Source: an optimization exercise on an open RTL-to-GDS flow (aim: small area). Production flows keep margins and buffers that such runs may drop. The RTL was checked by simulation tests, not by an equivalence proof against the original design.

## design/flow/run.sh

```bash
#!/bin/bash
# synth_recipe.tcl (not shown) runs the flow's synth.tcl, then flattens the netlist and writes it again
# the make line also repeats each setting of config.mk as NAME=value (left out here)
make -C /OpenROAD-flow-scripts/flow DESIGN_CONFIG=/design/flow/config.mk WORK_HOME=/design/flow/orfs CLKGATE_MAP_FILE= SYNTH_SCRIPT=/design/flow/synth_recipe.tcl finish
```

## design/flow/config.mk

```make
export PLATFORM = sky130hd
export DESIGN_NAME = darkriscv
export DESIGN_NICKNAME = darkriscv
export VERILOG_FILES = /design/flow/design.v
export SDC_FILE = /design/flow/constraint.sdc
export NUM_CORES = 4
export LEC_CHECK = 0
export CAP_MARGIN = 20
export CORE_MARGIN = 2
export CORE_UTILIZATION = 40
export SLEW_MARGIN = 20
```

## design/flow/constraint.sdc

```tcl
create_clock -name core_clock -period 12.0 [get_ports {CLK}]
set_input_delay 2.4000 -clock core_clock [delete_from_list [all_inputs] [get_ports {CLK}]]
set_output_delay 2.4000 -clock core_clock [all_outputs]
set_load 0.01 [all_outputs]
```

## design/flow/design.v

```verilog
`timescale 1ns / 1ps
`timescale 1ns / 1ps
`timescale 1ns / 1ps
module darkriscv
(
    input             CLK,    
    input             RES,    
    input             HLT,    
    input      [31:0] INSTR_DATA,  
    output     [31:0] INSTR_ADDR,  
    input      [31:0] DATA_INPUT,  
    output     [31:0] DATA_OUTPUT,  
    output     [31:0] DATA_ADDR,  
	output     [ 3:0] BYTE_EN,    
    output            WR_EN,     
    output            RD_EN,     
    output [3:0]  DEBUG       
);
    wire [31:0] ALL_ZEROES  = 0;
    wire [31:0] ALL_ONES  = -1;
    reg [31:0] REG_INSTR_DATA;
    reg IS_INSTR_LUI, IS_INSTR_AUIPC, IS_INSTR_JAL, IS_INSTR_JALR, IS_INSTR_BCC, IS_INSTR_LCC, IS_INSTR_SCC, IS_INSTR_MCC, IS_INSTR_RCC, IS_INSTR_MAC;  
    reg [31:0] sign_ext_imm;
    reg [31:0] unsign_ext_imm;
    always@(posedge CLK)
    begin        
        if(!HLT)
        begin
            REG_INSTR_DATA <=  INSTR_DATA;
            IS_INSTR_LUI   <=  INSTR_DATA[6:0]==7'b01101_11;
            IS_INSTR_AUIPC <=  INSTR_DATA[6:0]==7'b00101_11;
            IS_INSTR_JAL   <=  INSTR_DATA[6:0]==7'b11011_11;
            IS_INSTR_JALR  <=  INSTR_DATA[6:0]==7'b11001_11;        
            IS_INSTR_BCC   <=  INSTR_DATA[6:0]==7'b11000_11;
            IS_INSTR_LCC   <=  INSTR_DATA[6:0]==7'b00000_11;
            IS_INSTR_SCC   <=  INSTR_DATA[6:0]==7'b01000_11;
            IS_INSTR_MCC   <=  INSTR_DATA[6:0]==7'b00100_11;
            IS_INSTR_RCC   <=  INSTR_DATA[6:0]==7'b01100_11;
            IS_INSTR_MAC   <=  INSTR_DATA[6:0]==7'b11111_11;
            sign_ext_imm  <=  
                     INSTR_DATA[6:0]==7'b01000_11 ? { INSTR_DATA[31] ? ALL_ONES[31:12]:ALL_ZEROES[31:12], INSTR_DATA[31:25],INSTR_DATA[11:7] } :  
                     INSTR_DATA[6:0]==7'b11000_11 ? { INSTR_DATA[31] ? ALL_ONES[31:13]:ALL_ZEROES[31:13], INSTR_DATA[31],INSTR_DATA[7],INSTR_DATA[30:25],INSTR_DATA[11:8],ALL_ZEROES[0] } :  
                     INSTR_DATA[6:0]==7'b11011_11 ? { INSTR_DATA[31] ? ALL_ONES[31:21]:ALL_ZEROES[31:21], INSTR_DATA[31], INSTR_DATA[19:12], INSTR_DATA[20], INSTR_DATA[30:21], ALL_ZEROES[0] } :  
                     INSTR_DATA[6:0]==7'b01101_11||
                     INSTR_DATA[6:0]==7'b00101_11 ? { INSTR_DATA[31:12], ALL_ZEROES[11:0] } :  
											{ INSTR_DATA[31] ? ALL_ONES[31:12]:ALL_ZEROES[31:12], INSTR_DATA[31:20] };  
            unsign_ext_imm  <=  
                     INSTR_DATA[6:0]==7'b01000_11 ? { ALL_ZEROES[31:12], INSTR_DATA[31:25],INSTR_DATA[11:7] } :  
                     INSTR_DATA[6:0]==7'b11000_11 ? { ALL_ZEROES[31:13], INSTR_DATA[31],INSTR_DATA[7],INSTR_DATA[30:25],INSTR_DATA[11:8],ALL_ZEROES[0] } :  
                     INSTR_DATA[6:0]==7'b11011_11 ? { ALL_ZEROES[31:21], INSTR_DATA[31], INSTR_DATA[19:12], INSTR_DATA[20], INSTR_DATA[30:21], ALL_ZEROES[0] } :  
                     INSTR_DATA[6:0]==7'b01101_11||
                     INSTR_DATA[6:0]==7'b00101_11 ? { INSTR_DATA[31:12], ALL_ZEROES[11:0] } :  
											{ ALL_ZEROES[31:12], INSTR_DATA[31:20] };  
        end
    end
    reg [1:0] flush_instr_pipe;   
        reg [3:0] RESMODE;
        wire [3:0] DPTR   = RES ? RESMODE : REG_INSTR_DATA[10: 7];  
        wire [3:0] S1PTR  = REG_INSTR_DATA[18:15];
        wire [3:0] S2PTR  = REG_INSTR_DATA[23:20];
    wire [6:0] OPCODE = flush_instr_pipe ? 0 : REG_INSTR_DATA[6:0];
    wire [2:0] FCT3   = REG_INSTR_DATA[14:12];
    wire [6:0] FCT7   = REG_INSTR_DATA[31:25];
    wire    OPCODE_LUI = flush_instr_pipe ? 0 : IS_INSTR_LUI;    
    wire  OPCODE_AUIPC = flush_instr_pipe ? 0 : IS_INSTR_AUIPC;  
    wire    OPCODE_JAL = flush_instr_pipe ? 0 : IS_INSTR_JAL;    
    wire   OPCODE_JALR = flush_instr_pipe ? 0 : IS_INSTR_JALR;   
    wire    OPCODE_BCC = flush_instr_pipe ? 0 : IS_INSTR_BCC;  
    wire    OPCODE_LCC = flush_instr_pipe ? 0 : IS_INSTR_LCC;  
    wire    OPCODE_SCC = flush_instr_pipe ? 0 : IS_INSTR_SCC;  
    wire    OPCODE_MCC = flush_instr_pipe ? 0 : IS_INSTR_MCC;  
    wire    OPCODE_RCC = flush_instr_pipe ? 0 : IS_INSTR_RCC;  
    wire    OPCODE_MAC = flush_instr_pipe ? 0 : IS_INSTR_MAC;  
    reg [31:0] NXPC2;        
    reg [31:0] NXPC;         
    reg [31:0] PC;		     
		reg [31:0] RG [0:15];	 
    wire signed   [31:0] S1REG = RG[S1PTR];
	wire signed   [31:0] S2REG = RG[S2PTR];
    wire          [31:0] U1REG = RG[S1PTR];
	wire          [31:0] U2REG = RG[S2PTR];
    wire [31:0] LDATA = FCT3==0||FCT3==4 ? ( DATA_ADDR[1:0]==3 ? { FCT3==0&&DATA_INPUT[31] ? ALL_ONES[31: 8]:ALL_ZEROES[31: 8] , DATA_INPUT[31:24] } :
                                             DATA_ADDR[1:0]==2 ? { FCT3==0&&DATA_INPUT[23] ? ALL_ONES[31: 8]:ALL_ZEROES[31: 8] , DATA_INPUT[23:16] } :
                                             DATA_ADDR[1:0]==1 ? { FCT3==0&&DATA_INPUT[15] ? ALL_ONES[31: 8]:ALL_ZEROES[31: 8] , DATA_INPUT[15: 8] } :
                                                             { FCT3==0&&DATA_INPUT[ 7] ? ALL_ONES[31: 8]:ALL_ZEROES[31: 8] , DATA_INPUT[ 7: 0] } ):
                        FCT3==1||FCT3==5 ? ( DATA_ADDR[1]==1   ? { FCT3==1&&DATA_INPUT[31] ? ALL_ONES[31:16]:ALL_ZEROES[31:16] , DATA_INPUT[31:16] } :
                                                             { FCT3==1&&DATA_INPUT[15] ? ALL_ONES[31:16]:ALL_ZEROES[31:16] , DATA_INPUT[15: 0] } ) :
                                             DATA_INPUT;
    wire [31:0] SDATA = FCT3==0 ? ( DATA_ADDR[1:0]==3 ? { U2REG[ 7: 0], ALL_ZEROES [23:0] } : 
                                    DATA_ADDR[1:0]==2 ? { ALL_ZEROES [31:24], U2REG[ 7:0], ALL_ZEROES[15:0] } : 
                                    DATA_ADDR[1:0]==1 ? { ALL_ZEROES [31:16], U2REG[ 7:0], ALL_ZEROES[7:0] } :
                                                    { ALL_ZEROES [31: 8], U2REG[ 7:0] } ) :
                        FCT3==1 ? ( DATA_ADDR[1]==1   ? { U2REG[15: 0], ALL_ZEROES [15:0] } :
                                                    { ALL_ZEROES [31:16], U2REG[15:0] } ) :
                                    U2REG;
    wire [31:0] CDATA = 0;	 
    wire signed [31:0] S2REGX = IS_INSTR_MCC ? sign_ext_imm : S2REG;
    wire        [31:0] U2REGX = IS_INSTR_MCC ? unsign_ext_imm : U2REG;
    wire [31:0] RMDATA = FCT3==7 ? U1REG&S2REGX :
                         FCT3==6 ? U1REG|S2REGX :
                         FCT3==4 ? U1REG^S2REGX :
                         FCT3==3 ? U1REG<U2REGX?1:0 :  
                         FCT3==2 ? S1REG<S2REGX?1:0 :  
                         FCT3==0 ? (IS_INSTR_RCC&&FCT7[5] ? U1REG-U2REGX : U1REG+S2REGX) :
                         FCT3==1 ? U1REG<<U2REGX[4:0] :                         
                         FCT7[5] ? U1REG>>>U2REGX[4:0] : U1REG>>U2REGX[4:0];  
    wire signed [15:0] K1TMP = S1REG[15:0];
    wire signed [15:0] K2TMP = S2REG[15:0];
    wire signed [31:0] KDATA = K1TMP*K2TMP;
    wire BMUX       = OPCODE_BCC==1 && (
                          FCT3==4 ? S1REG< S2REG :  
                          FCT3==5 ? S1REG>=S2REG :  
                          FCT3==6 ? U1REG< U2REG :  
                          FCT3==7 ? U1REG>=U2REG :  
                          FCT3==0 ? U1REG==U2REG :  
                          FCT3==1 ? U1REG!=U2REG :  
                                    0);
    wire        JREQ = (OPCODE_JAL||OPCODE_JALR||BMUX);
    wire [31:0] JVAL = sign_ext_imm + (OPCODE_JALR ? U1REG : PC);
    always@(posedge CLK)
    begin
        RESMODE <= RESMODE +1;
	    flush_instr_pipe <= RES ? 2 : HLT ? flush_instr_pipe :         
	                       flush_instr_pipe ? flush_instr_pipe-1 :                           
	                       (OPCODE_JAL||OPCODE_JALR||BMUX) ? 2 : 0;   
        RG[DPTR] <=   RES ? (RESMODE[3:0]==2 ? 32'd8192 : 0)  :         
                       HLT ? RG[DPTR] :         
                     !DPTR ? 0 :                 
                     OPCODE_AUIPC ? PC+sign_ext_imm :
                      OPCODE_JAL||
                      OPCODE_JALR ? NXPC :
                       OPCODE_LUI ? sign_ext_imm :
                       OPCODE_LCC ? LDATA :
                  OPCODE_MCC||OPCODE_RCC ? RMDATA:
                       OPCODE_MAC ? RG[DPTR]+KDATA :
                             RG[DPTR];
        NXPC <=   HLT ? NXPC : NXPC2;
	    NXPC2 <=  RES ? 32'd0 : HLT ? NXPC2 :    
	                 JREQ ? JVAL :                     
	                        NXPC2+4;                    
        PC   <=   HLT ? PC : NXPC;  
    end
    assign DATA_OUTPUT = SDATA;  
    assign DATA_ADDR = U1REG + sign_ext_imm;  
    assign RD_EN = OPCODE_LCC;
    assign WR_EN = OPCODE_SCC;
    assign BYTE_EN = FCT3==0||FCT3==4 ? ( DATA_ADDR[1:0]==3 ? 4'b1000 :  
                                     DATA_ADDR[1:0]==2 ? 4'b0100 : 
                                     DATA_ADDR[1:0]==1 ? 4'b0010 :
                                                     4'b0001 ) :
                FCT3==1||FCT3==5 ? ( DATA_ADDR[1]==1   ? 4'b1100 :  
                                                     4'b0011 ) :
                                                     4'b1111;  
    assign INSTR_ADDR = NXPC2;
    assign DEBUG = { RES, |flush_instr_pipe, WR_EN, RD_EN };
endmodule
```

==> qor_table.md <==
| Result | This run | Unit |
| --- | --- | --- |
| Depth of the worst hold-timing path | 0 | - |
| Hold violation total from the final report | 0 | - |
| Cell type contributing the most total cell area after synthesis | sky130_fd_sc_hd__edfxtp_1 | - |
| Clk latency of the worst-skew pair | 0.74 | ns |
| Vias in the first global route | 51900 | - |
| Total length of routed wires | 299000 | um |
| Count of nets after finishing | 6815 | - |
| Io pins | 173 | - |
| Starting DRT DRC Count | 8747 | - |
| Net count of the mapped netlist | 6687 | - |
| DRC Markers | 0 | - |
| Clock Sinks | 700 | - |
| Clock period minus worst slack | 10.76 | ns |
| Arrival time at the worst endpoint | 11.21 | ns |
| Setup repair after global routing missed its margin | no | - |
| Num CTS Buffers | 80 | - |
| H-Tree Depth | 3 | - |
| Layout fillers | 14600 | - |
| Accumulated negative setup slack | 0 | ns |
| Count of warnings emitted by yosys | 1 | - |
| Mean number of vias per cell | 6.65 | - |
| Post-synthesis cell area | 63500 | um^2 |
| Reg2reg path depth | 26 | - |
| Final weighted congestion in routability-driven placement | 1.08 | - |
| Fraction of synthesis flops using an asynchronous set or reset pin | 0 | % |
| Final period utilization | 89.6 | % |
| Clock transition at the registers of the reported paths | 0.07 | ns |
| Critical path launch point type | primary input | - |
| Hold buffers post-CTS | 0 | - |
| Initial antenna violation count | 30 | - |
| Die X-Extent | 402 | um |
| Required time of the critical path | 12.45 | ns |
| Fin Clk Skew | 0.0623 | ns |
| Setup fix buffers added after clock tree synthesis | 0 | - |
| Total number of placement rows | 146 | - |
| Antenna viol nets, final | 0 | - |
| Fmax | 0.0930 | GHz |
| CTS tree | built | - |
| Crit-path max FO | 42 | - |
| Full die area | 162000 | um^2 |
| Share of layout cells above drive strength 1 | 15.5 | % |
| Maximum number of pins on one net before global-route repair | 77 | - |
| Die Y | 402 | um |
| Core Footprint | 158000 | um^2 |
| Library cells used by synthesis | 89 | - |
| Layout overhead on the synthesized area | 12.2 | % |
| Predominant post-synthesis flop cell | sky130_fd_sc_hd__edfxtp_1 | - |
| Area taken by flip-flops and latches | 20600 | um^2 |
| CTS root buffer | sky130_fd_sc_hd__clkbuf_16 | - |
| First-pass GRT wire length | 412000 | um |
| Footprint of the multi-input gates | 39700 | um^2 |
| Number of synthesized flops with an enable pin | 654 | - |
| Mean Syn Cell Area | 10.6 | um^2 |
| Port bufs | 172 | - |
| Slew HR | 12.7 | % |
| Fin. max-slew vios | 0 | - |
| Max clock buf depth | 3 | - |
| Residual overflow from global routing | 0 | - |
| Dominant cells by area after synthesis | sky130_fd_sc_hd__edfxtp_1, sky130_fd_sc_hd__mux4_2, sky130_fd_sc_hd__fa_1 | - |
| Global-route usage over all layers | 36.3 | % |
| Resized Gates After CTS | 0 | - |
| Setup Crit Path Kind | primary input to flop | - |
| Effective utilization at floorplan | 40.2 | % |
| Setup crit end kind | flop | - |
| Transition time of the tightest slew-check pin | 1.30 | ns |
| Fin util | 45.1 | % |
| Type of the worst min-delay path | flop to flop | - |
| Final setup viols | 0 | - |
| Vias | 54800 | - |
| Final HPWL from detailed placement | 224000 | um |
| Count of max-cap constraint violations | 0 | - |
| #FFs+latches synth | 700 | - |
| Drt pass-1 iters | 6 | - |
| Top cell type's share of synthesized area | 30.9 | % |
| Post-synthesis instance total | 5964 | - |
| Run status | no timing/DRC/antenna violations | - |
| Routed wire length per instance | 36.3 | um |
| Proportion of synthesized chip area in sequential cells | 32.4 | % |
## metrics by stage
stage / hold WS (ns) / instances / instance area (um^2) / setup slack [ns]
floorplan: 0.414 / 5964 / 63500 / 1.69
detailed placement: 0.449 / 8082 / 68500 / 0.611
CTS: 0.455 / 8229 / 71200 / 1.35
global route: 0.468 / 8229 / 71200 / 0.904
global placement: 0.444 / 8082 / 68500 / 0.665
finish: 0.440 / 8232 / 71200 / 1.24
## Yosys cell counts, types with 74 or more instances
library cell                 n
sky130_fd_sc_hd__a211oi_1  105
sky130_fd_sc_hd__a21oi_1   390
sky130_fd_sc_hd__a31oi_1    91
sky130_fd_sc_hd__clkbuf_1  233
sky130_fd_sc_hd__edfxtp_1  654
sky130_fd_sc_hd__fa_1      297
sky130_fd_sc_hd__ha_1      359
sky130_fd_sc_hd__inv_1     504
sky130_fd_sc_hd__mux2i_1   184
sky130_fd_sc_hd__mux4_2    430
sky130_fd_sc_hd__nand2_1   570
sky130_fd_sc_hd__nand3_1    74
sky130_fd_sc_hd__nor2_1    508
sky130_fd_sc_hd__nor3_1     95
sky130_fd_sc_hd__o21ai_0   287
sky130_fd_sc_hd__xnor2_1   107
## critical path: stages
cell and delay, ns:
sky130_fd_sc_hd__buf_2 0.38, sky130_fd_sc_hd__mux2_8 0.57, sky130_fd_sc_hd__buf_4 0.33, sky130_fd_sc_hd__mux4_2 0.53, sky130_fd_sc_hd__and2_1 0.18, sky130_fd_sc_hd__a211oi_1 0.23
sky130_fd_sc_hd__a31oi_1 0.20, sky130_fd_sc_hd__ha_1 0.43, sky130_fd_sc_hd__fa_1 0.44, sky130_fd_sc_hd__fa_1 0.55, sky130_fd_sc_hd__inv_1 0.06, sky130_fd_sc_hd__fa_1 0.49
sky130_fd_sc_hd__fa_1 0.50, sky130_fd_sc_hd__inv_1 0.04, sky130_fd_sc_hd__ha_1 0.32, sky130_fd_sc_hd__o21ai_0 0.11, sky130_fd_sc_hd__nand2b_1 0.11, sky130_fd_sc_hd__o2111a_1 0.16
sky130_fd_sc_hd__a211oi_1 0.52, sky130_fd_sc_hd__nor2_1 0.16, sky130_fd_sc_hd__o22ai_1 0.37, sky130_fd_sc_hd__buf_4 0.20, sky130_fd_sc_hd__o21ai_0 0.15, sky130_fd_sc_hd__o41ai_1 0.41
sky130_fd_sc_hd__a31oi_1 0.15, sky130_fd_sc_hd__o21ai_0 0.45, sky130_fd_sc_hd__a32o_1 0.66
## area by class of cell
type	instances	share of cell area (%)
Antenna cell	3	0.0105
Sequential cell	700	28.9
Timing Repair Buffer	422	5.15
Clock inverter	44	0.735
Clock buffer	103	3.06
Multi-Input combinational cell	4369	55.8
Tap cell	2072	3.64
Inverter	519	2.74
## state kept, by name (all words and copies together) (netlist names), named ones only
register,flops
REG_INSTR_DATA,16
unsign_ext_imm,31
IS_INSTR_RCC,1
flush_instr_pipe,2
NXPC2,32
NXPC,32
RG,512
IS_INSTR_JALR,1
PC,32
IS_INSTR_JAL,1
IS_INSTR_AUIPC,1
RESMODE,4
IS_INSTR_LCC,1
IS_INSTR_MCC,1
sign_ext_imm,21
IS_INSTR_MAC,1
IS_INSTR_SCC,1
IS_INSTR_LUI,1
IS_INSTR_BCC,1
## layer usage
| layer | vias up | track usage (%) | part of all wire (%) | wire (um) |
|---|---|---|---|---|
| met4 | 26 | 18.4 | 6.1 | 18200 |
| met2 | 3955 | 50.5 | 41 | 122000 |
| met5 | - | 0.595 | 0.096 | 288 |
| met1 | 27600 | 50.7 | 40 | 119000 |
| li1 | 22400 | - | - | - |
| met3 | 764 | 11.3 | 13 | 40000 |
## cells in the final DEF (no fill, tap or decap), types with 17 or more instances in the layout
cell / instances
sky130_fd_sc_hd__mux2i_1: 181
sky130_fd_sc_hd__buf_4: 244
sky130_fd_sc_hd__o21ai_0: 279
sky130_fd_sc_hd__a221oi_1: 17
sky130_fd_sc_hd__mux4_2: 430
sky130_fd_sc_hd__nor2_1: 496
sky130_fd_sc_hd__a21oi_1: 389
sky130_fd_sc_hd__nand2_1: 567
sky130_fd_sc_hd__nand2b_1: 39
sky130_fd_sc_hd__and2_1: 62
sky130_fd_sc_hd__nor2b_1: 24
sky130_fd_sc_hd__or3_1: 17
sky130_fd_sc_hd__o31ai_1: 23
sky130_fd_sc_hd__nand4_1: 22
sky130_fd_sc_hd__mux2_2: 49
sky130_fd_sc_hd__o21bai_1: 27
sky130_fd_sc_hd__edfxtp_1: 654
sky130_fd_sc_hd__xor2_1: 43
sky130_fd_sc_hd__a21o_1: 73
sky130_fd_sc_hd__nand3_1: 74
sky130_fd_sc_hd__xnor2_1: 107
sky130_fd_sc_hd__a31oi_1: 90
sky130_fd_sc_hd__dfxtp_1: 38
sky130_fd_sc_hd__o22ai_1: 45
sky130_fd_sc_hd__nor3_1: 84
sky130_fd_sc_hd__and3_1: 32
sky130_fd_sc_hd__a22oi_1: 19
sky130_fd_sc_hd__inv_1: 503
sky130_fd_sc_hd__clkinv_1: 19
sky130_fd_sc_hd__o21a_1: 40
sky130_fd_sc_hd__a211oi_1: 103
sky130_fd_sc_hd__ha_1: 359
sky130_fd_sc_hd__fa_1: 297
sky130_fd_sc_hd__clkdlybuf4s50_1: 170
sky130_fd_sc_hd__nor4_1: 28
sky130_fd_sc_hd__o211ai_1: 37
sky130_fd_sc_hd__clkbuf_16: 81
sky130_fd_sc_hd__o221ai_1: 37
## cell families after synthesis
family	Yosys count	synth area share (%)
AOI/OAI and AO/OA	1386	13.9
xor gates and xnor gates	150	2.07
adders and majority gates	656	16.4
buffers and inverters	895	5.69
DFF	700	32.4
muxes	665	19.1
and+or+nand+nor	1512	10.4
## path summary, 6_finish.rpt
check	to	slack [ns]	start
worst max register to register	RG[1][30]	1.29	flop
worst min-delay path	PC[8]	0.44	NXPC[8]
worst min register to register	PC[8]	0.44	NXPC[8]
worst max-delay path	RG[1][30]	1.24	RES

-- what the ideal ports hide --
No port has a modelled driver above. Below, the same layout with a new extraction and two added sets of constraints.
Step 1 sets driving cells, clkbuf_16 on the clock port and buf_2 on the other inputs (assumed; they add their load-dependent delay and slew).
Step 2 times the ports against the registers' clock, not the clock port: input delays grow and output delays shrink by t, the midpoint of the rising clock arrivals with the driver on.
Slacks: ideal ports / drivers / drivers and shift; pairs: ideal ports / drivers.
t (ns): 0.802
setup WS [ns]: 1.245 / 1.295 / 0.506
hold slack, ns: 0.440 / 0.440 / 0.440
worst slew at a driven data input, ns: 0.05
After both steps setup and hold are still met in this run. The setup slack of this run moves by +0.050 ns with the drivers and by -0.739 ns with both steps.
